Background: an optimization exercise with open tools, aiming at small area, a short achievable clock period and few clock cycles per item. Do not read the settings as production practice. Only simulation tests tie the RTL to the original design; equivalence was not proved. Power figures rest on the tool's default switching activity, not on a simulated workload.

## tundra
Design mnist_head, start of the top module:
module mnist_head(
    input               clk,
    input               rst_n,
    input  [15:0]       my_input,
    input               input_valid,
    output [16:0]       output_data,
    output [159:0]      output_scores,
    output              output_valid);
reg [15:0] xr0;
always @(posedge clk) xr0 <= my_input;
reg [15:0] xr1;
always @(posedge clk) xr1 <= my_input;
reg [9:0] kh;
reg       d1, d2, ov;
reg       d3;
wire [9:0] kn;    
assign kn[0] = input_valid & ~(|kh[8:0]);
assign kn[9:1] = {9{input_valid}} & kh[8:0];
always @(posedge clk or negedge rst_n)
    if (!rst_n) kh <= 10'd0;
    else kh <= kn;
wire first = kh[0];
wire kn_idle = ~(|kn);
wire kh_idle = ~(|kh);
wire [17:0] xs0 = {{2{xr0[15]}}, xr0};
reg [30:0] as0, ac0;
reg n0_one0;
always @(posedge clk) n0_one0 <= kn[3] | kn[4] | kn[7] | kn[8];
reg n0_two0;
always @(posedge clk) n0_two0 <= kn[0] | kn[1] | kn[5];
reg n0_neg0;
always @(posedge clk) n0_neg0 <= kn[0] | kn[1] | kn[5] | kn[7] | kn[8];
wire n0_nz0 = n0_one0 | n0_two0;
wire [17:0] n0_q0 = ({18{n0_one0}} & xs0) | ({18{n0_two0}} & {xs0[16:0], 1'b0});
wire [17:0] n0_b0 = n0_q0 ^ {18{n0_neg0}};
wire n0_t0 = n0_nz0 & ~n0_b0[17];
reg n0_one1;
always @(posedge clk) n0_one1 <= kn[1] | kn[8];
reg n0_two1;
always @(posedge clk) n0_two1 <= kn[0] | kn[2] | kn[3] | kn[4] | kn[9];
reg n0_neg1;
always @(posedge clk) n0_neg1 <= kn[1] | kn[2] | kn[3] | kn[4] | kn[8] | kn[9];
wire n0_nz1 = n0_one1 | n0_two1;
wire [17:0] n0_q1 = ({18{n0_one1}} & xs0) | ({18{n0_two1}} & {xs0[16:0], 1'b0});
wire [17:0] n0_b1 = n0_q1 ^ {18{n0_neg1}};
wire n0_t1 = n0_nz1 & ~n0_b1[17];
reg n0_one2;
always @(posedge clk) n0_one2 <= kn[0] | kn[2] | kn[5] | kn[6];
reg n0_two2;
always @(posedge clk) n0_two2 <= kn[1] | kn[7] | kn[9];
reg n0_neg2;
  ...
For scale: roughly 8600 cells after synthesis, about 950 flip-flops, ~200 I/O pins, roughly 88000 µm² of cells after synthesis.
clock: 10.0 ns
lec_check: 0
cap_margin: 20
core_margin: 2
core_utilization: 55
cts_cluster_diameter: 100
cts_cluster_size: 30
slew_margin: 20
standard.sh (not shown) runs the stock make flow with config.mk's settings and CLKGATE_MAP_FILE= SYNTH_SCRIPT=/design/flow/synth_recipe.tcl, a recipe that flattens the netlist after the stock synthesis.
==> flow/flow/run.sh <==
#!/bin/bash
# Own layout flow: the standard layout (standard.sh) with two changes to how
# the layout is made, none to the constraints:
#  - synthesis uses the reference script with Yosys's fine-stage "abc -fast"
#    skipped (synth -noabc), so that the carry-save adder trees written in the RTL
#    map onto full-adder cells without inverters between them; the final ABC
#    mapping, the registers and their names are unchanged;
#  - repair_timing aims for a larger setup slack (SETUP_SLACK_MARGIN).
# Each tool's output goes to the ORFS logs under orfs/logs; make's own output to
# flow_standard.log here.
set -euo pipefail
W=$PWD
sed 's/yosys synth -nofsm -noshare/yosys synth -nofsm -noshare -noabc/' synth_recipe.tcl > flow_synth.tcl
grep -q -- '-noabc' flow_synth.tcl
sed "s|SYNTH_SCRIPT=[^ ]*|SYNTH_SCRIPT=$W/flow_synth.tcl|" standard.sh > flow_standard.sh
grep -q "SYNTH_SCRIPT=$W/flow_synth.tcl" flow_standard.sh
export SETUP_SLACK_MARGIN=${FLOW_SETUP_MARGIN:-6.6}
bash flow_standard.sh > flow_standard.log 2>&1
tundra: no failed stages, no open violations at the end
Testbench counts of tundra, summed over its fixed seeds: cycles 33,600, items 2,400.
The following lists how zinc was set up differently from tundra:
Settings: CTS_CLUSTER_SIZE changed from 30 to 26.
==> comparison <==
zinc completed every stage of the flow, and the final layout passed the timing, design-rule and antenna checks.
As far as site row count goes, tundra and zinc are indistinguishable; the numbers are identical.
zinc vs. tundra: total power went down by 0.40%.
The sequential share of layout area was comparable across tundra and zinc.
Delta (zinc minus tundra): number of cells on the worst reg-to-reg path down 5; clock network contribution to total cell area flat; worst setup margin down 0.044 ns; required time of the critical path flat.

## port drivers added, routing unchanged
How much do the figures lean on ideal ports? The routed layouts below were timed once more, with nothing changed but the port constraints.
Step 1 sets driving cells, clkbuf_16 on the clock port and buf_2 on the other inputs (assumed; they add their load-dependent delay and slew).
Step 2 times the ports against the registers' clock, not the clock port: input delays grow and output delays shrink by t, the midpoint of the rising clock arrivals with the driver on.
Slacks: no drivers / after step 1 / after step 2; pairs: no drivers / after step 1.
| run | t (ns) | setup slack, ns | hold slack, ns | cell pins on the clock port's net |
|---|---|---|---|---|
| tundra | 0.825 | 6.598 / 6.534 / 5.969 | 0.365 / 0.365 / 0.365 | 1 |
| zinc | 0.816 | 6.554 / 6.549 / 5.924 | 0.364 / 0.364 / 0.364 | 1 |
After both steps every run listed still meets setup and hold. For zinc, which loses most, drivers alone change the setup slack by -0.005 ns; drivers and shift together by -0.630 ns.
